Background: an optimization exercise with open tools, aiming at small area and a short achievable clock period. Do not read the settings as production practice. For this run, only the layout was checked, not whether the RTL still works.

===== flow/flow/run.sh =====
#!/bin/bash
# The standard layout (standard.sh), with two changes to how it is made:
#  - ORFS's timing repair aims at a setup slack of 13.5 ns at the design's clock
#    period (SETUP_SLACK_MARGIN), so repair_timing sizes and buffers critical paths;
#  - every input and output port still gets a buffer, of cell sky130_fd_sc_hd__buf_2.
set -e
export SETUP_SLACK_MARGIN=13.5
export BUFFER_PORTS_ARGS="-buffer_cell sky130_fd_sc_hd__buf_2"
bash standard.sh > standard.log 2>&1

===== flow/standard.sh =====
#!/bin/bash
# synth_recipe.tcl (not shown) runs the flow's synth.tcl, then flattens the netlist and writes it again
# the make line also repeats each setting of config.mk as NAME=value (left out here)
make -C /OpenROAD-flow-scripts/flow DESIGN_CONFIG=/design/flow/config.mk WORK_HOME=/design/flow/orfs CLKGATE_MAP_FILE= SYNTH_SCRIPT=/design/flow/synth_recipe.tcl "${@:-finish}"

===== flow/config.mk =====
export PLATFORM = sky130hd
export DESIGN_NAME = CS
export DESIGN_NICKNAME = CS
export VERILOG_FILES = /design/flow/design.v
export SDC_FILE = /design/flow/constraint.sdc
export NUM_CORES = 4
export LEC_CHECK = 0
export CAP_MARGIN = 20
export CORE_MARGIN = 2
export CORE_UTILIZATION = 40
export CTS_BUF_LIST = sky130_fd_sc_hd__clkbuf_8
export SLEW_MARGIN = 20
export SYNTH_HIERARCHICAL = 1
export SYNTH_MINIMUM_KEEP_SIZE = 0

===== flow/constraint.sdc =====
create_clock -name core_clock -period 23.0 [get_ports {clk}]
set_input_delay 4.6000 -clock core_clock [delete_from_list [all_inputs] [get_ports {clk}]]
set_output_delay 4.6000 -clock core_clock [all_outputs]
set_load 0.01 [all_outputs]

===== flow/design.v =====
`timescale 1ns/10ps
module cs_fa(input a, input b, input c, output s, output co);
  assign s = a ^ b ^ c;
  assign co = (a & b) | (a & c) | (b & c);
endmodule
module cs_ha(input a, input b, output s, output co);
  assign s = a ^ b;
  assign co = a & b;
endmodule
module cs_hb(input a, input b, output s, output co);
  assign s = ~(a ^ b);
  assign co = a | b;
endmodule
module cs_xor(input a, input b, output y);
  assign y = a ^ b;
endmodule
module cs_xnor(input a, input b, output y);
  assign y = ~(a ^ b);
endmodule
module cs_maj(input a, input b, input c, output y);
  assign y = (a & b) | (a & c) | (b & c);
endmodule
module cs_and(input a, input b, output y);
  assign y = a & b;
endmodule
module cs_or(input a, input b, output y);
  assign y = a | b;
endmodule
module cs_inv(input a, output y);
  assign y = ~a;
endmodule
module cs_nand(input a, input b, output y);
  assign y = ~(a & b);
endmodule
module cs_orn(input a, input b, output y);
  assign y = a | ~b;
endmodule
module cs_o21a(input a, input b, input c, output y);
  assign y = (a | b) & c;
endmodule
module cs_nand3(input a, input b, input c, output y);
  assign y = ~(a & b & c);
endmodule
module cs_nor3(input a, input b, input c, output y);
  assign y = ~(a | b | c);
endmodule
module cs_or3(input a, input b, input c, output y);
  assign y = a | b | c;
endmodule
module cs_and9(input [8:0] a, output y, output ny);
  assign y = &a;
  assign ny = ~(&a);
endmodule
module cs_ao222i(input a0, input b0, input a1, input b1, input a2, input b2, output y);
  assign y = ~((a0 & b0) | (a1 & b1) | (a2 & b2));
endmodule
module cs_and3(input a, input b, input c, output y);
  assign y = a & b & c;
endmodule
module cs_o221a(input a1, input a2, input b1, input b2, input c, output y);
  assign y = (a1 | a2) & (b1 | b2) & c;
endmodule
module cs_mux(input s, input a, input b, output y);
  assign y = s ? b : a;
endmodule
module cs_ge(input [4:0] h, output g1, output g2);
  assign g1 = h[4] | (h[3] & (h[2] | h[1] | h[0]));
  assign g2 = h[4] & (h[3] | h[2] | h[1]);
endmodule
module cs_add5(input [4:0] a, input [4:0] b, output [4:0] s);
  assign s = a + b;
endmodule
module cs_add4(input [3:0] a, input [3:0] b, output [3:0] s);
  assign s = a + b;
endmodule
module cs_add8(input [7:0] a, input [7:0] b, output [7:0] s);
  assign s = a + b;
endmodule
module cs_add13(input [12:0] a, input [12:0] b, output [12:0] s);
  assign s = a + b;
endmodule
module CS(Y, X, reset, clk);
input clk, reset;
input [7:0] X;
output reg [9:0] Y;
reg [3:0] count;                  
reg [7:0] w0, w1, w2, w3, w4, w5, w6, w7, w8;    
reg [7:0] q;                      
reg [3:0] r;                      
wire nz = (count != 4'd0);
wire [7:0] qz = q & {8{nz}};
wire [3:0] rz = r & {4{nz}};
always @(posedge clk) begin
  q <= qn; r <= rn;
end
wire full = (count == 4'd9);
wire en = full & ~reset;
wire [7:0] qn;
wire [3:0] rn;
wire [9:0] Yd;
always @(posedge clk) begin
  w0 <= X; w1 <= w0; w2 <= w1; w3 <= w2; w4 <= w3;
  w5 <= w4; w6 <= w5; w7 <= w6; w8 <= w7;
end
always @(posedge clk) begin
  if (reset) count <= 4'd0;
  else if (!full) count <= count + 4'd1;
end
always @(posedge clk) Y <= Yd;
wire n1, n2, n3, n4, n5, n6, n7, n8, n9, n10, n11, n12, n13, n14, n15, n16, n17, n18, n19, n20, n21, n22, n23, n24, n25, n26, n27, n28, n29, n30, n31, n32, n33, n34, n35, n36, n37, n38, n39, n40, n41, n42, n43, n44, n45, n46, n47, n48, n49, n50, n51, n52, n53, n54, n55, n56, n57, n58, n59, n60, n61, n62, n63, n64, n65, n66, n67, n68, n69, n70, n71, n72, n73, n74, n75, n76, n77, n78, n79, n80, n81, n82, n83, n84, n85, n86, n87, n88, n89, n90, n91, n92, n93, n94, n95, n96, n97, n98, n99, n100, n101, n102, n103, n104, n105, n106, n107, n108, n109, n110, n111, n112, n113, n114, n115, n116, n117, n118, n119, n120, n121, n122, n123, n124, n125, n126, n127, n128, n129, n130, n131, n132, n133, n134, n135, n136, n137, n138, n139, n140, n141, n142, n143, n144, n145, n146, n147, n148, n149, n150, n151, n152, n153, n154, n155, n156, n157, n158, n159, n160, n161, n162, n163, n164, n165, n166, n167, n168, n169, n170, n171, n172, n173, n174, n175, n176, n177, n178, n179, n180, n181, n182, n183, n184, n185, n186, n187, n188, n189, n190, n191, n192, n193, n194, n195, n196, n197, n198, n199, n200, n201, n202, n203, n204, n205, n206, n207, n208, n209, n210, n211, n212, n213, n214, n215, n216, n217, n218, n219, n220, n221, n222, n223, n224, n225, n226, n227, n228, n229, n230, n231, n232, n233, n234, n235, n236, n237, n238, n239, n240, n241, n242, n243, n244, n245, n246, n247, n248, n249, n250, n251, n252, n253, n254, n255, n256, n257, n258, n259, n260, n261, n262, n263, n264, n265, n266, n267, n268, n269, n270, n271, n272, n273, n274, n275, n276, n277, n278, n279, n280, n281, n282, n283, n284, n285, n286, n287, n288, n289, n290, n291, n292, n293, n294, n295, n296, n297, n298, n299, n300, n301, n302, n303, n304, n305, n306, n307, n308, n309, n310, n311, n312, n313, n314, n315, n316, n317, n318, n319, n320, n321, n322, n323, n324, n325, n326, n327, n328, n329, n330, n331, n332, n333, n334, n335, n336, n337, n338, n339, n340, n341, n342, n343, n344, n345, n346, n347, n348, n349, n350, n351, n352, n353, n354, n355, n356, n357, n358, n359, n360, n361, n362, n363, n364, n365, n366, n367, n368, n369, n370, n371, n372, n373, n374, n375, n376, n377, n378, n379, n380, n381, n382, n383, n384, n385, n386, n387, n388, n389, n390, n391, n392, n393, n394, n395, n396, n397, n398, n399, n400, n401, n402, n403, n404, n405, n406, n407, n408, n409, n410, n411, n412, n413, n414, n415, n416, n417, n418, n419, n420, n421, n422, n423, n424, n425, n426, n427, n428, n429, n430, n431, n432, n433, n434, n435, n436, n437, n438, n439, n440, n441, n442, n443, n444, n445, n446, n447, n448, n449, n450, n451, n452, n453, n454, n455, n456, n457;
cs_and u0 (.a(w8[0]), .b(full), .y(n1));
cs_and u1 (.a(w8[1]), .b(full), .y(n2));
cs_and u2 (.a(w8[2]), .b(full), .y(n3));
cs_and u3 (.a(w8[3]), .b(full), .y(n4));
cs_and u4 (.a(w8[4]), .b(full), .y(n5));
cs_and u5 (.a(w8[5]), .b(full), .y(n6));
cs_and u6 (.a(w8[6]), .b(full), .y(n7));
cs_and u7 (.a(w8[7]), .b(full), .y(n8));
cs_inv u8 (.a(n1), .y(n9));
cs_inv u9 (.a(n2), .y(n10));
cs_inv u10 (.a(n3), .y(n11));
cs_inv u11 (.a(n7), .y(n12));
cs_inv u12 (.a(n8), .y(n13));
cs_inv u13 (.a(rz[0]), .y(n14));
cs_ha u14 (.a(rz[1]), .b(rz[0]), .s(n15), .co(n16));
cs_ha u15 (.a(n14), .b(n4), .s(n17), .co(n18));
cs_fa u16 (.a(n5), .b(n10), .c(n13), .s(n19), .co(n20));
cs_fa u17 (.a(rz[2]), .b(n6), .c(n11), .s(n21), .co(n22));
cs_ha u18 (.a(n9), .b(n12), .s(n23), .co(n24));
cs_fa u19 (.a(n15), .b(n18), .c(n19), .s(n25), .co(n26));
cs_fa u20 (.a(n16), .b(n21), .c(n20), .s(n27), .co(n28));
cs_ha u21 (.a(rz[3]), .b(n22), .s(n29), .co(n30));
cs_add5 u22 (.a({n30, n29, n27, n25, n17}), .b({1'b0, n28, n26, n24, n23}), .s({n35, n34, n33, n32, n31}));
cs_ge u23 (.h({n35, n34, n33, n32, n31}), .g1(n36), .g2(n37));
cs_ha u24 (.a(n31), .b(n36), .s(n38), .co(n39));
cs_fa u25 (.a(n32), .b(n36), .c(n37), .s(n40), .co(n41));
cs_fa u26 (.a(n33), .b(n36), .c(n37), .s(n42), .co(n43));
cs_add4 u27 (.a({n34, n42, n40, n37}), .b({n43, n41, n39, n38}), .s({n47, n46, n45, n44}));
cs_inv u28 (.a(X[3]), .y(n48));
cs_inv u29 (.a(X[4]), .y(n49));
cs_inv u30 (.a(X[5]), .y(n50));
cs_ha u31 (.a(X[0]), .b(X[6]), .s(n51), .co(n52));
cs_fa u32 (.a(X[1]), .b(X[7]), .c(n49), .s(n53), .co(n54));
cs_ha u33 (.a(X[2]), .b(n50), .s(n55), .co(n56));
cs_ha u34 (.a(n48), .b(n51), .s(n57), .co(n58));
cs_fa u35 (.a(n52), .b(n53), .c(n45), .s(n59), .co(n60));
cs_fa u36 (.a(n55), .b(n54), .c(n46), .s(n61), .co(n62));
cs_ha u37 (.a(n56), .b(n47), .s(n63), .co(n64));
cs_add5 u38 (.a({n64, n63, n61, n59, n44}), .b({1'b0, n62, n60, n58, n57}), .s({n69, n68, n67, n66, n65}));
cs_ge u39 (.h({n69, n68, n67, n66, n65}), .g1(n70), .g2(n71));
cs_fa u40 (.a(n65), .b(n70), .c(n71), .s(n72), .co(n73));
cs_fa u41 (.a(n66), .b(n70), .c(n71), .s(n74), .co(n75));
cs_fa u42 (.a(n67), .b(n70), .c(n71), .s(n76), .co(n77));
cs_ha u43 (.a(n73), .b(n74), .s(n78), .co(n79));
cs_fa u44 (.a(n75), .b(n76), .c(n79), .s(n80), .co(n81));
cs_fa u45 (.a(n68), .b(n77), .c(n81), .s(n82), .co(n83));
cs_inv u46 (.a(n4), .y(n84));
cs_inv u47 (.a(n5), .y(n85));
cs_inv u48 (.a(n6), .y(n86));
cs_inv u49 (.a(qz[1]), .y(n87));
cs_inv u50 (.a(qz[5]), .y(n88));
cs_inv u51 (.a(qz[6]), .y(n89));
cs_inv u52 (.a(qz[7]), .y(n90));
cs_fa u53 (.a(qz[0]), .b(n84), .c(n12), .s(n91), .co(n92));
cs_ha u54 (.a(n36), .b(n37), .s(n93), .co(n94));
cs_fa u55 (.a(n87), .b(n85), .c(n12), .s(n95), .co(n96));
cs_ha u56 (.a(n13), .b(X[4]), .s(n97), .co(n98));
cs_fa u57 (.a(qz[2]), .b(qz[1]), .c(n86), .s(n99), .co(n100));
cs_fa u58 (.a(n12), .b(n13), .c(X[5]), .s(n101), .co(n102));
cs_fa u59 (.a(n91), .b(n93), .c(X[3]), .s(n103), .co(n104));
cs_fa u60 (.a(n95), .b(n92), .c(n94), .s(n105), .co(n106));
cs_ha u61 (.a(X[6]), .b(X[7]), .s(n107), .co(n108));
cs_fa u62 (.a(n99), .b(n96), .c(X[6]), .s(n109), .co(n110));
cs_fa u63 (.a(X[7]), .b(n98), .c(n101), .s(n111), .co(n112));
cs_fa u64 (.a(qz[3]), .b(n13), .c(n100), .s(n113), .co(n114));
cs_ha u65 (.a(X[7]), .b(n102), .s(n115), .co(n116));
cs_ha u66 (.a(X[6]), .b(n103), .s(n117), .co(n118));
cs_fa u67 (.a(n105), .b(n97), .c(n107), .s(n119), .co(n120));
cs_fa u68 (.a(n106), .b(n108), .c(n109), .s(n121), .co(n122));
cs_fa u69 (.a(n113), .b(n110), .c(n115), .s(n123), .co(n124));
cs_ha u70 (.a(qz[4]), .b(n114), .s(n125), .co(n126));
cs_ha u71 (.a(n117), .b(n70), .s(n127), .co(n128));
cs_fa u72 (.a(n104), .b(n119), .c(n118), .s(n129), .co(n130));
cs_fa u73 (.a(n120), .b(n111), .c(n121), .s(n131), .co(n132));
cs_fa u74 (.a(n112), .b(n122), .c(n123), .s(n133), .co(n134));
cs_fa u75 (.a(n125), .b(n116), .c(n124), .s(n135), .co(n136));
cs_ha u76 (.a(n88), .b(n126), .s(n137), .co(n138));
cs_ha u77 (.a(qz[5]), .b(n89), .s(n139), .co(n140));
cs_ha u78 (.a(qz[6]), .b(n90), .s(n141), .co(n142));
cs_add8 u79 (.a({n141, n139, n137, n135, n133, n131, n129, n71}), .b({n140, n138, n136, n134, n132, n130, n128, n127}), .s({n150, n149, n148, n147, n146, n145, n144, n143}));
cs_inv u80 (.a(q[0]), .y(n151));
cs_inv u81 (.a(q[1]), .y(n152));
cs_inv u82 (.a(q[2]), .y(n153));
cs_inv u83 (.a(q[3]), .y(n154));
cs_inv u84 (.a(q[4]), .y(n155));
cs_inv u85 (.a(q[5]), .y(n156));
cs_inv u86 (.a(q[6]), .y(n157));
cs_inv u87 (.a(q[7]), .y(n158));
cs_inv u88 (.a(q[0]), .y(n159));
cs_inv u89 (.a(q[1]), .y(n160));
cs_inv u90 (.a(q[2]), .y(n161));
cs_inv u91 (.a(q[3]), .y(n162));
cs_inv u92 (.a(q[4]), .y(n163));
cs_inv u93 (.a(q[5]), .y(n164));
cs_inv u94 (.a(q[6]), .y(n165));
cs_inv u95 (.a(q[7]), .y(n166));
cs_inv u96 (.a(q[0]), .y(n167));
cs_inv u97 (.a(q[1]), .y(n168));
cs_inv u98 (.a(q[2]), .y(n169));
cs_inv u99 (.a(q[3]), .y(n170));
cs_inv u100 (.a(q[4]), .y(n171));
cs_inv u101 (.a(q[5]), .y(n172));
cs_inv u102 (.a(q[6]), .y(n173));
cs_inv u103 (.a(q[7]), .y(n174));
cs_and u104 (.a(w0[0]), .b(n151), .y(n175));
cs_maj u105 (.a(w0[1]), .b(n152), .c(n175), .y(n176));
cs_maj u106 (.a(w0[2]), .b(n153), .c(n176), .y(n177));
cs_maj u107 (.a(w0[3]), .b(n154), .c(n177), .y(n178));
cs_maj u108 (.a(w0[4]), .b(n155), .c(n178), .y(n179));
cs_maj u109 (.a(w0[5]), .b(n156), .c(n179), .y(n180));
cs_maj u110 (.a(w0[6]), .b(n157), .c(n180), .y(n181));
cs_maj u111 (.a(w0[7]), .b(n158), .c(n181), .y(n182));
cs_and u112 (.a(w1[0]), .b(n151), .y(n183));
cs_maj u113 (.a(w1[1]), .b(n152), .c(n183), .y(n184));
cs_maj u114 (.a(w1[2]), .b(n153), .c(n184), .y(n185));
cs_maj u115 (.a(w1[3]), .b(n154), .c(n185), .y(n186));
cs_maj u116 (.a(w1[4]), .b(n155), .c(n186), .y(n187));
cs_maj u117 (.a(w1[5]), .b(n156), .c(n187), .y(n188));
cs_maj u118 (.a(w1[6]), .b(n157), .c(n188), .y(n189));
cs_maj u119 (.a(w1[7]), .b(n158), .c(n189), .y(n190));
cs_and u120 (.a(w2[0]), .b(n151), .y(n191));
cs_maj u121 (.a(w2[1]), .b(n152), .c(n191), .y(n192));
cs_maj u122 (.a(w2[2]), .b(n153), .c(n192), .y(n193));
cs_maj u123 (.a(w2[3]), .b(n154), .c(n193), .y(n194));
cs_maj u124 (.a(w2[4]), .b(n155), .c(n194), .y(n195));
cs_maj u125 (.a(w2[5]), .b(n156), .c(n195), .y(n196));
cs_maj u126 (.a(w2[6]), .b(n157), .c(n196), .y(n197));
cs_maj u127 (.a(w2[7]), .b(n158), .c(n197), .y(n198));
cs_and u128 (.a(w3[0]), .b(n159), .y(n199));
cs_maj u129 (.a(w3[1]), .b(n160), .c(n199), .y(n200));
cs_maj u130 (.a(w3[2]), .b(n161), .c(n200), .y(n201));
cs_maj u131 (.a(w3[3]), .b(n162), .c(n201), .y(n202));
cs_maj u132 (.a(w3[4]), .b(n163), .c(n202), .y(n203));
cs_maj u133 (.a(w3[5]), .b(n164), .c(n203), .y(n204));
cs_maj u134 (.a(w3[6]), .b(n165), .c(n204), .y(n205));
cs_maj u135 (.a(w3[7]), .b(n166), .c(n205), .y(n206));
cs_and u136 (.a(w4[0]), .b(n159), .y(n207));
cs_maj u137 (.a(w4[1]), .b(n160), .c(n207), .y(n208));
cs_maj u138 (.a(w4[2]), .b(n161), .c(n208), .y(n209));
cs_maj u139 (.a(w4[3]), .b(n162), .c(n209), .y(n210));
cs_maj u140 (.a(w4[4]), .b(n163), .c(n210), .y(n211));
cs_maj u141 (.a(w4[5]), .b(n164), .c(n211), .y(n212));
cs_maj u142 (.a(w4[6]), .b(n165), .c(n212), .y(n213));
cs_maj u143 (.a(w4[7]), .b(n166), .c(n213), .y(n214));
cs_and u144 (.a(w5[0]), .b(n159), .y(n215));
cs_maj u145 (.a(w5[1]), .b(n160), .c(n215), .y(n216));
cs_maj u146 (.a(w5[2]), .b(n161), .c(n216), .y(n217));
cs_maj u147 (.a(w5[3]), .b(n162), .c(n217), .y(n218));
cs_maj u148 (.a(w5[4]), .b(n163), .c(n218), .y(n219));
cs_maj u149 (.a(w5[5]), .b(n164), .c(n219), .y(n220));
cs_maj u150 (.a(w5[6]), .b(n165), .c(n220), .y(n221));
cs_maj u151 (.a(w5[7]), .b(n166), .c(n221), .y(n222));
cs_and u152 (.a(w6[0]), .b(n167), .y(n223));
cs_maj u153 (.a(w6[1]), .b(n168), .c(n223), .y(n224));
cs_maj u154 (.a(w6[2]), .b(n169), .c(n224), .y(n225));
cs_maj u155 (.a(w6[3]), .b(n170), .c(n225), .y(n226));
cs_maj u156 (.a(w6[4]), .b(n171), .c(n226), .y(n227));
cs_maj u157 (.a(w6[5]), .b(n172), .c(n227), .y(n228));
cs_maj u158 (.a(w6[6]), .b(n173), .c(n228), .y(n229));
cs_maj u159 (.a(w6[7]), .b(n174), .c(n229), .y(n230));
cs_and u160 (.a(w7[0]), .b(n167), .y(n231));
cs_maj u161 (.a(w7[1]), .b(n168), .c(n231), .y(n232));
cs_maj u162 (.a(w7[2]), .b(n169), .c(n232), .y(n233));
cs_maj u163 (.a(w7[3]), .b(n170), .c(n233), .y(n234));
cs_maj u164 (.a(w7[4]), .b(n171), .c(n234), .y(n235));
cs_maj u165 (.a(w7[5]), .b(n172), .c(n235), .y(n236));
cs_maj u166 (.a(w7[6]), .b(n173), .c(n236), .y(n237));
cs_maj u167 (.a(w7[7]), .b(n174), .c(n237), .y(n238));
cs_and u168 (.a(w8[0]), .b(n167), .y(n239));
cs_maj u169 (.a(w8[1]), .b(n168), .c(n239), .y(n240));
cs_maj u170 (.a(w8[2]), .b(n169), .c(n240), .y(n241));
cs_maj u171 (.a(w8[3]), .b(n170), .c(n241), .y(n242));
cs_maj u172 (.a(w8[4]), .b(n171), .c(n242), .y(n243));
cs_maj u173 (.a(w8[5]), .b(n172), .c(n243), .y(n244));
cs_maj u174 (.a(w8[6]), .b(n173), .c(n244), .y(n245));
cs_maj u175 (.a(w8[7]), .b(n174), .c(n245), .y(n246));
cs_inv u176 (.a(n182), .y(n247));
cs_inv u177 (.a(n190), .y(n248));
cs_inv u178 (.a(n198), .y(n249));
cs_inv u179 (.a(n206), .y(n250));
cs_inv u180 (.a(n214), .y(n251));
cs_inv u181 (.a(n222), .y(n252));
cs_inv u182 (.a(n230), .y(n253));
cs_inv u183 (.a(n238), .y(n254));
cs_inv u184 (.a(n246), .y(n255));
cs_and u185 (.a(w0[7]), .b(w0[6]), .y(n256));
cs_and u186 (.a(w1[7]), .b(w1[6]), .y(n257));
cs_and u187 (.a(w2[7]), .b(w2[6]), .y(n258));
cs_and u188 (.a(w3[7]), .b(w3[6]), .y(n259));
cs_and u189 (.a(w4[7]), .b(w4[6]), .y(n260));
cs_and u190 (.a(w5[7]), .b(w5[6]), .y(n261));
cs_and u191 (.a(w6[7]), .b(w6[6]), .y(n262));
cs_and u192 (.a(w7[7]), .b(w7[6]), .y(n263));
cs_and u193 (.a(w8[7]), .b(w8[6]), .y(n264));
cs_ao222i u194 (.a0(n247), .b0(w0[7]), .a1(n248), .b1(w1[7]), .a2(n249), .b2(w2[7]), .y(n265));
cs_ao222i u195 (.a0(n250), .b0(w3[7]), .a1(n251), .b1(w4[7]), .a2(n252), .b2(w5[7]), .y(n266));
cs_ao222i u196 (.a0(n253), .b0(w6[7]), .a1(n254), .b1(w7[7]), .a2(n255), .b2(w8[7]), .y(n267));
cs_and3 u197 (.a(n265), .b(n266), .c(n267), .y(n268));
cs_nand3 u198 (.a(n265), .b(n266), .c(n267), .y(n269));
cs_ao222i u199 (.a0(n247), .b0(n256), .a1(n248), .b1(n257), .a2(n249), .b2(n258), .y(n270));
cs_ao222i u200 (.a0(n250), .b0(n259), .a1(n251), .b1(n260), .a2(n252), .b2(n261), .y(n271));
cs_ao222i u201 (.a0(n253), .b0(n262), .a1(n254), .b1(n263), .a2(n255), .b2(n264), .y(n272));
cs_and3 u202 (.a(n270), .b(n271), .c(n272), .y(n273));
cs_nand3 u203 (.a(n270), .b(n271), .c(n272), .y(n274));
cs_ao222i u204 (.a0(n247), .b0(w0[6]), .a1(n248), .b1(w1[6]), .a2(n249), .b2(w2[6]), .y(n275));
cs_ao222i u205 (.a0(n250), .b0(w3[6]), .a1(n251), .b1(w4[6]), .a2(n252), .b2(w5[6]), .y(n276));
cs_ao222i u206 (.a0(n253), .b0(w6[6]), .a1(n254), .b1(w7[6]), .a2(n255), .b2(w8[6]), .y(n277));
cs_and3 u207 (.a(n275), .b(n276), .c(n277), .y(n278));
cs_nand3 u208 (.a(n275), .b(n276), .c(n277), .y(n279));
cs_o21a u209 (.a(n269), .b(n278), .c(n273), .y(n280));
cs_inv u210 (.a(n280), .y(n281));
cs_o221a u211 (.a1(w0[7]), .a2(n268), .b1(w0[6]), .b2(n280), .c(n247), .y(n282));
cs_o221a u212 (.a1(w1[7]), .a2(n268), .b1(w1[6]), .b2(n280), .c(n248), .y(n283));
cs_o221a u213 (.a1(w2[7]), .a2(n268), .b1(w2[6]), .b2(n280), .c(n249), .y(n284));
cs_o221a u214 (.a1(w3[7]), .a2(n268), .b1(w3[6]), .b2(n280), .c(n250), .y(n285));
cs_o221a u215 (.a1(w4[7]), .a2(n268), .b1(w4[6]), .b2(n280), .c(n251), .y(n286));
cs_o221a u216 (.a1(w5[7]), .a2(n268), .b1(w5[6]), .b2(n280), .c(n252), .y(n287));
cs_o221a u217 (.a1(w6[7]), .a2(n268), .b1(w6[6]), .b2(n280), .c(n253), .y(n288));
cs_o221a u218 (.a1(w7[7]), .a2(n268), .b1(w7[6]), .b2(n280), .c(n254), .y(n289));
cs_o221a u219 (.a1(w8[7]), .a2(n268), .b1(w8[6]), .b2(n280), .c(n255), .y(n290));
cs_and u220 (.a(w0[5]), .b(w0[4]), .y(n291));
cs_and u221 (.a(w1[5]), .b(w1[4]), .y(n292));
cs_and u222 (.a(w2[5]), .b(w2[4]), .y(n293));
cs_and u223 (.a(w3[5]), .b(w3[4]), .y(n294));
cs_and u224 (.a(w4[5]), .b(w4[4]), .y(n295));
cs_and u225 (.a(w5[5]), .b(w5[4]), .y(n296));
cs_and u226 (.a(w6[5]), .b(w6[4]), .y(n297));
cs_and u227 (.a(w7[5]), .b(w7[4]), .y(n298));
cs_and u228 (.a(w8[5]), .b(w8[4]), .y(n299));
cs_ao222i u229 (.a0(n282), .b0(w0[5]), .a1(n283), .b1(w1[5]), .a2(n284), .b2(w2[5]), .y(n300));
cs_ao222i u230 (.a0(n285), .b0(w3[5]), .a1(n286), .b1(w4[5]), .a2(n287), .b2(w5[5]), .y(n301));
cs_ao222i u231 (.a0(n288), .b0(w6[5]), .a1(n289), .b1(w7[5]), .a2(n290), .b2(w8[5]), .y(n302));
cs_and3 u232 (.a(n300), .b(n301), .c(n302), .y(n303));
cs_nand3 u233 (.a(n300), .b(n301), .c(n302), .y(n304));
cs_ao222i u234 (.a0(n282), .b0(n291), .a1(n283), .b1(n292), .a2(n284), .b2(n293), .y(n305));
cs_ao222i u235 (.a0(n285), .b0(n294), .a1(n286), .b1(n295), .a2(n287), .b2(n296), .y(n306));
cs_ao222i u236 (.a0(n288), .b0(n297), .a1(n289), .b1(n298), .a2(n290), .b2(n299), .y(n307));
cs_and3 u237 (.a(n305), .b(n306), .c(n307), .y(n308));
cs_nand3 u238 (.a(n305), .b(n306), .c(n307), .y(n309));
cs_ao222i u239 (.a0(n282), .b0(w0[4]), .a1(n283), .b1(w1[4]), .a2(n284), .b2(w2[4]), .y(n310));
cs_ao222i u240 (.a0(n285), .b0(w3[4]), .a1(n286), .b1(w4[4]), .a2(n287), .b2(w5[4]), .y(n311));
cs_ao222i u241 (.a0(n288), .b0(w6[4]), .a1(n289), .b1(w7[4]), .a2(n290), .b2(w8[4]), .y(n312));
cs_and3 u242 (.a(n310), .b(n311), .c(n312), .y(n313));
cs_nand3 u243 (.a(n310), .b(n311), .c(n312), .y(n314));
cs_o21a u244 (.a(n304), .b(n313), .c(n308), .y(n315));
cs_inv u245 (.a(n315), .y(n316));
cs_o221a u246 (.a1(w0[5]), .a2(n303), .b1(w0[4]), .b2(n315), .c(n282), .y(n317));
cs_o221a u247 (.a1(w1[5]), .a2(n303), .b1(w1[4]), .b2(n315), .c(n283), .y(n318));
cs_o221a u248 (.a1(w2[5]), .a2(n303), .b1(w2[4]), .b2(n315), .c(n284), .y(n319));
cs_o221a u249 (.a1(w3[5]), .a2(n303), .b1(w3[4]), .b2(n315), .c(n285), .y(n320));
cs_o221a u250 (.a1(w4[5]), .a2(n303), .b1(w4[4]), .b2(n315), .c(n286), .y(n321));
cs_o221a u251 (.a1(w5[5]), .a2(n303), .b1(w5[4]), .b2(n315), .c(n287), .y(n322));
cs_o221a u252 (.a1(w6[5]), .a2(n303), .b1(w6[4]), .b2(n315), .c(n288), .y(n323));
cs_o221a u253 (.a1(w7[5]), .a2(n303), .b1(w7[4]), .b2(n315), .c(n289), .y(n324));
cs_o221a u254 (.a1(w8[5]), .a2(n303), .b1(w8[4]), .b2(n315), .c(n290), .y(n325));
cs_and u255 (.a(w0[3]), .b(w0[2]), .y(n326));
cs_and u256 (.a(w1[3]), .b(w1[2]), .y(n327));
cs_and u257 (.a(w2[3]), .b(w2[2]), .y(n328));
cs_and u258 (.a(w3[3]), .b(w3[2]), .y(n329));
cs_and u259 (.a(w4[3]), .b(w4[2]), .y(n330));
cs_and u260 (.a(w5[3]), .b(w5[2]), .y(n331));
cs_and u261 (.a(w6[3]), .b(w6[2]), .y(n332));
cs_and u262 (.a(w7[3]), .b(w7[2]), .y(n333));
cs_and u263 (.a(w8[3]), .b(w8[2]), .y(n334));
cs_ao222i u264 (.a0(n317), .b0(w0[3]), .a1(n318), .b1(w1[3]), .a2(n319), .b2(w2[3]), .y(n335));
cs_ao222i u265 (.a0(n320), .b0(w3[3]), .a1(n321), .b1(w4[3]), .a2(n322), .b2(w5[3]), .y(n336));
cs_ao222i u266 (.a0(n323), .b0(w6[3]), .a1(n324), .b1(w7[3]), .a2(n325), .b2(w8[3]), .y(n337));
cs_and3 u267 (.a(n335), .b(n336), .c(n337), .y(n338));
cs_nand3 u268 (.a(n335), .b(n336), .c(n337), .y(n339));
cs_ao222i u269 (.a0(n317), .b0(n326), .a1(n318), .b1(n327), .a2(n319), .b2(n328), .y(n340));
cs_ao222i u270 (.a0(n320), .b0(n329), .a1(n321), .b1(n330), .a2(n322), .b2(n331), .y(n341));
cs_ao222i u271 (.a0(n323), .b0(n332), .a1(n324), .b1(n333), .a2(n325), .b2(n334), .y(n342));
cs_and3 u272 (.a(n340), .b(n341), .c(n342), .y(n343));
cs_nand3 u273 (.a(n340), .b(n341), .c(n342), .y(n344));
cs_ao222i u274 (.a0(n317), .b0(w0[2]), .a1(n318), .b1(w1[2]), .a2(n319), .b2(w2[2]), .y(n345));
cs_ao222i u275 (.a0(n320), .b0(w3[2]), .a1(n321), .b1(w4[2]), .a2(n322), .b2(w5[2]), .y(n346));
cs_ao222i u276 (.a0(n323), .b0(w6[2]), .a1(n324), .b1(w7[2]), .a2(n325), .b2(w8[2]), .y(n347));
cs_and3 u277 (.a(n345), .b(n346), .c(n347), .y(n348));
cs_nand3 u278 (.a(n345), .b(n346), .c(n347), .y(n349));
cs_o21a u279 (.a(n339), .b(n348), .c(n343), .y(n350));
cs_inv u280 (.a(n350), .y(n351));
cs_o221a u281 (.a1(w0[3]), .a2(n338), .b1(w0[2]), .b2(n350), .c(n317), .y(n352));
cs_o221a u282 (.a1(w1[3]), .a2(n338), .b1(w1[2]), .b2(n350), .c(n318), .y(n353));
cs_o221a u283 (.a1(w2[3]), .a2(n338), .b1(w2[2]), .b2(n350), .c(n319), .y(n354));
cs_o221a u284 (.a1(w3[3]), .a2(n338), .b1(w3[2]), .b2(n350), .c(n320), .y(n355));
cs_o221a u285 (.a1(w4[3]), .a2(n338), .b1(w4[2]), .b2(n350), .c(n321), .y(n356));
cs_o221a u286 (.a1(w5[3]), .a2(n338), .b1(w5[2]), .b2(n350), .c(n322), .y(n357));
cs_o221a u287 (.a1(w6[3]), .a2(n338), .b1(w6[2]), .b2(n350), .c(n323), .y(n358));
cs_o221a u288 (.a1(w7[3]), .a2(n338), .b1(w7[2]), .b2(n350), .c(n324), .y(n359));
cs_o221a u289 (.a1(w8[3]), .a2(n338), .b1(w8[2]), .b2(n350), .c(n325), .y(n360));
cs_and u290 (.a(w0[1]), .b(w0[0]), .y(n361));
cs_and u291 (.a(w1[1]), .b(w1[0]), .y(n362));
cs_and u292 (.a(w2[1]), .b(w2[0]), .y(n363));
cs_and u293 (.a(w3[1]), .b(w3[0]), .y(n364));
cs_and u294 (.a(w4[1]), .b(w4[0]), .y(n365));
cs_and u295 (.a(w5[1]), .b(w5[0]), .y(n366));
cs_and u296 (.a(w6[1]), .b(w6[0]), .y(n367));
cs_and u297 (.a(w7[1]), .b(w7[0]), .y(n368));
cs_and u298 (.a(w8[1]), .b(w8[0]), .y(n369));
cs_ao222i u299 (.a0(n352), .b0(w0[1]), .a1(n353), .b1(w1[1]), .a2(n354), .b2(w2[1]), .y(n370));
cs_ao222i u300 (.a0(n355), .b0(w3[1]), .a1(n356), .b1(w4[1]), .a2(n357), .b2(w5[1]), .y(n371));
cs_ao222i u301 (.a0(n358), .b0(w6[1]), .a1(n359), .b1(w7[1]), .a2(n360), .b2(w8[1]), .y(n372));
cs_and3 u302 (.a(n370), .b(n371), .c(n372), .y(n373));
cs_nand3 u303 (.a(n370), .b(n371), .c(n372), .y(n374));
cs_ao222i u304 (.a0(n352), .b0(n361), .a1(n353), .b1(n362), .a2(n354), .b2(n363), .y(n375));
cs_ao222i u305 (.a0(n355), .b0(n364), .a1(n356), .b1(n365), .a2(n357), .b2(n366), .y(n376));
cs_ao222i u306 (.a0(n358), .b0(n367), .a1(n359), .b1(n368), .a2(n360), .b2(n369), .y(n377));
cs_and3 u307 (.a(n375), .b(n376), .c(n377), .y(n378));
cs_nand3 u308 (.a(n375), .b(n376), .c(n377), .y(n379));
cs_ao222i u309 (.a0(n352), .b0(w0[0]), .a1(n353), .b1(w1[0]), .a2(n354), .b2(w2[0]), .y(n380));
cs_ao222i u310 (.a0(n355), .b0(w3[0]), .a1(n356), .b1(w4[0]), .a2(n357), .b2(w5[0]), .y(n381));
cs_ao222i u311 (.a0(n358), .b0(w6[0]), .a1(n359), .b1(w7[0]), .a2(n360), .b2(w8[0]), .y(n382));
cs_and3 u312 (.a(n380), .b(n381), .c(n382), .y(n383));
cs_nand3 u313 (.a(n380), .b(n381), .c(n382), .y(n384));
cs_o21a u314 (.a(n374), .b(n383), .c(n378), .y(n385));
cs_inv u315 (.a(n385), .y(n386));
cs_fa u316 (.a(q[0]), .b(q[3]), .c(r[3]), .s(n387), .co(n388));
cs_fa u317 (.a(q[1]), .b(q[4]), .c(n388), .s(n389), .co(n390));
cs_fa u318 (.a(q[2]), .b(q[5]), .c(n390), .s(n391), .co(n392));
cs_fa u319 (.a(q[3]), .b(q[6]), .c(n392), .s(n393), .co(n394));
cs_fa u320 (.a(q[4]), .b(q[7]), .c(n394), .s(n395), .co(n396));
cs_ha u321 (.a(q[0]), .b(r[0]), .s(n397), .co(n398));
cs_fa u322 (.a(q[1]), .b(r[1]), .c(n398), .s(n399), .co(n400));
cs_fa u323 (.a(q[2]), .b(r[2]), .c(n400), .s(n401), .co(n402));
cs_ha u324 (.a(n387), .b(n402), .s(n403), .co(n404));
cs_ha u325 (.a(n389), .b(n404), .s(n405), .co(n406));
cs_ha u326 (.a(n391), .b(n406), .s(n407), .co(n408));
cs_ha u327 (.a(n393), .b(n408), .s(n409), .co(n410));
cs_ha u328 (.a(n395), .b(n410), .s(n411), .co(n412));
cs_fa u329 (.a(q[5]), .b(n396), .c(n412), .s(n413), .co(n414));
cs_ha u330 (.a(q[6]), .b(n414), .s(n415), .co(n416));
cs_ha u331 (.a(q[7]), .b(n416), .s(n417), .co(n418));
cs_ha u332 (.a(n403), .b(n339), .s(n419), .co(n420));
cs_fa u333 (.a(n405), .b(n316), .c(n374), .s(n421), .co(n422));
cs_fa u334 (.a(n407), .b(n304), .c(n351), .s(n423), .co(n424));
cs_fa u335 (.a(n409), .b(n281), .c(n339), .s(n425), .co(n426));
cs_fa u336 (.a(n411), .b(n269), .c(n316), .s(n427), .co(n428));
cs_ha u337 (.a(n413), .b(n304), .s(n429), .co(n430));
cs_ha u338 (.a(n415), .b(n281), .s(n431), .co(n432));
cs_ha u339 (.a(n269), .b(n417), .s(n433), .co(n434));
cs_add13 u340 (.a({1'b0, n418, n433, n431, n429, n427, n425, n423, n421, n386, n401, n399, n397}), .b({1'b0, n434, n432, n430, n428, n426, n424, n422, n420, n419, n351, n374, n386}), .s({n447, n446, n445, n444, n443, n442, n441, n440, n439, n438, n437, n436, n435}));
cs_and u341 (.a(n438), .b(en), .y(n448));
cs_and u342 (.a(n439), .b(en), .y(n449));
cs_and u343 (.a(n440), .b(en), .y(n450));
cs_and u344 (.a(n441), .b(en), .y(n451));
cs_and u345 (.a(n442), .b(en), .y(n452));
cs_and u346 (.a(n443), .b(en), .y(n453));
cs_and u347 (.a(n444), .b(en), .y(n454));
cs_and u348 (.a(n445), .b(en), .y(n455));
cs_and u349 (.a(n446), .b(en), .y(n456));
cs_and u350 (.a(n447), .b(en), .y(n457));
assign qn[0] = n143;
assign qn[1] = n144;
assign qn[2] = n145;
assign qn[3] = n146;
assign qn[4] = n147;
assign qn[5] = n148;
assign qn[6] = n149;
assign qn[7] = n150;
assign rn[0] = n72;
assign rn[1] = n78;
assign rn[2] = n80;
assign rn[3] = n82;
assign Yd[0] = n448;
assign Yd[1] = n449;
assign Yd[2] = n450;
assign Yd[3] = n451;
assign Yd[4] = n452;
assign Yd[5] = n453;
assign Yd[6] = n454;
assign Yd[7] = n455;
assign Yd[8] = n456;
assign Yd[9] = n457;
endmodule

==> run summary <==
worst max-delay path, delay by kind of cell (launching register included):
kind / cells / cell delay, ps
AOI/OAI and AO/OA: 15 / 4210
adders and majority gates: 9 / 2800
and+or+nand+nor: 6 / 970
buffers and inverters: 4 / 480
DFF: 1 / 400
xor gates and xnor gates: 1 / 150
flip-flops by register name, summed over array words and instances (netlist names), 8 cells and up:
| register | cells |
|---|---|
| Y | 10 |
| q | 8 |
| w0 | 8 |
| w1 | 8 |
| w2 | 8 |
| w3 | 8 |
| w4 | 8 |
| w5 | 8 |
| w6 | 8 |
| w7 | 8 |
| w8 | 8 |
metal layers:
metal | part of all wire, % | GRT usage (%)
met4 | 1.8 | 6.26
met1 | 46 | 24.5
met2 | 48 | 30.3
met5 | 0 | 0
met3 | 3.5 | 2.97
final cells by class:
| class | instances | area share [%] |
|---|---|---|
| Timing Repair Buffer | 23 | 1.68 |
| Clock inverter | 5 | 0.754 |
| Sequential cell | 98 | 26.3 |
| Inverter | 69 | 3.47 |
| Clock buffer | 10 | 1.84 |
| Multi-Input combinational cell | 460 | 62.3 |
| Tap cell | 220 | 3.69 |
cell usage in the layout (no fill, tap or decap), types with 2 or more instances in the layout:
cell type / count
dfxtp_1: 96
inv_1: 70
ha_1: 65
and2_1: 64
maj3_2: 63
fa_1: 47
a222oi_1: 36
o221a_1: 25
xnor2_1: 20
buf_2: 19
nor2_1: 16
nor2b_1: 14
a21oi_1: 13
and3_1: 12
clkbuf_8: 10
xor2_1: 8
a21o_1: 8
a21oi_2: 6
nand3_1: 5
nand2_1: 4
nand2b_1: 4
conb_1: 4
o21ai_0: 4
buf_4: 4
o21a_1: 3
a211oi_1: 3
o211ai_1: 3
clkinvlp_4: 3
o221a_2: 2
o31a_2: 2
nor4_1: 2
o21a_2: 2
dfxtp_2: 2
timing repair:
action                     CTS  global route
setup endpoints to repair    7             8
resized for setup            0             9
setup buffers                2             2
pin swaps                    2             5
worst paths after layout:
kind | from | to | slack (ps) | depth (start not counted)
max | q[0]$_DFF_P_ | Y[7]$_DFF_P_ | 13880 | 35
min reg2reg | w1[0]$_DFF_P_ | w2[0]$_DFF_P_ | 380 | 0
max reg2reg | q[0]$_DFF_P_ | Y[7]$_DFF_P_ | 13880 | 35
min | w1[0]$_DFF_P_ | w2[0]$_DFF_P_ | 380 | 0
metrics by stage:
stage          instances  setup slack (ps)  hold WS, ps  area [um2]
2_1_floorplan        628             14440          354        6860
3_3_place_gp         866             13380          374        7220
3_5_place_dp         866             13250          371        7220
4_1_cts              883             13510          385        7430
5_1_grt              885             13500          389        7470
6_report             885             13880          382        7470
==> out/qor.yml <==
outcome:
  status: "complete, no violations"
cts:
  cts_sinks: 98
  ctsHoldBuffers: 0
  cts_buffer_depth: 2
  cts-root-buf: "clkbuf_8"
  htreeDepth: 3
  clk_latency_ps: 400
  cts.clk_slew.worst_paths_ps: 100
  cts_tree: "built"
  cts_buffers: 9
setup_path:
  worst_path_most_repeated_cell: "maj3_2"
  slowest_delay_ps: 430
  start_kind: "flop"
  path_class: "reg -> reg"
  end_kind: "flop"
  worstPathArrival_ps: 9420
  required_ps: 23310
  critPathSlowestCell: "a222oi_1"
  worstPathMaxFanout: 10
grt:
  grt_first_pass_wirelength_mm: 26.0
  antenna_found_initial: 0
  grt_pass1_vias: 5013
  grt_usage_pct: 18.4
  grt_max_degree: 16
  grt_overflow: 0
sta:
  setup_tns_ps: 0
  finalCritPeriodShare_pct: 39.6
  hold_viol: 0
  slew_headroom_pct: 52.3
  fin_crit_ps: 9120
  fmax_ghz: 0.110
  slew_viol_final: 0
  rsz0062_at_grt: "false"
  skew_ps: 19.6
  worst_slew_pin_slew_ps: 712
  finalSetupViolations: 0
synthesis:
  syn_area_mm2: 0.00685
  synth_warnings: 7
  syn_avg_cell_area_um2: 11.0
  syn_inst: 625
routing:
  drtIter0Drc: 432
  first_pass_iters: 5
  ant_nets: 0
  viasPerCell: 5.51
  post-route-drc-count: 0
  vias: 4880
  drt-wirelength-per-cell_um: 18.0
  routed_wl_mm: 15.9
cells_and_area:
  multi_input_area_mm2: 0.00465
  regArea_mm2: 0.00196
  layout-drive-gt1-share_pct: 18.8
  nets: 783
  n_antenna_cell: 0
  layout-area-overhead-vs-synth_pct: 9.02
  post-route-util_pct: 44.9
  nFillCells: 1573
floorplanning:
  die_x_um: 135
  coreArea_mm2: 0.0166
  die_y_um: 135
  dieArea_mm2: 0.0182
  initial_core_util_pct: 41.2
  ios: 20
  rows: 47
flow_run:
  drv_cap: 0
min_path:
  hp-class: "reg -> reg"
place:
  port_buffers: 19
  dp_hpwl_mm: 13.1
  globalplace.congestion: 0.907

separate check: timing with driven ports:
The flow's constraints put no driver on any port. The routed layout listed below was extracted and timed again, unchanged, in two steps. Step 1 (the two cells are an assumption about what drives the block):
set clk [get_ports {clk}]
set_driving_cell -lib_cell sky130_fd_sc_hd__clkbuf_16 $clk
set_driving_cell -lib_cell sky130_fd_sc_hd__buf_2 [delete_from_list [all_inputs] $clk]
Step 2 times the ports against the registers' clock, not the clock port: input delays grow and output delays shrink by t, the midpoint of the rising clock arrivals with the driver on. a / b / c = no drivers / after step 1 / after step 2; a / b = the first two.
t, ns: 0.425
slack for setup (ns): 13.884 / 13.884 / 13.884
clock arrival spread, ns: 0.019 / 0.019
slew at the worst register clock pin (ns): 0.10 / 0.10
After both steps setup and hold are still met in this run. For this run, drivers alone change the setup slack by 0.000 ns; drivers and shift together by 0.000 ns.
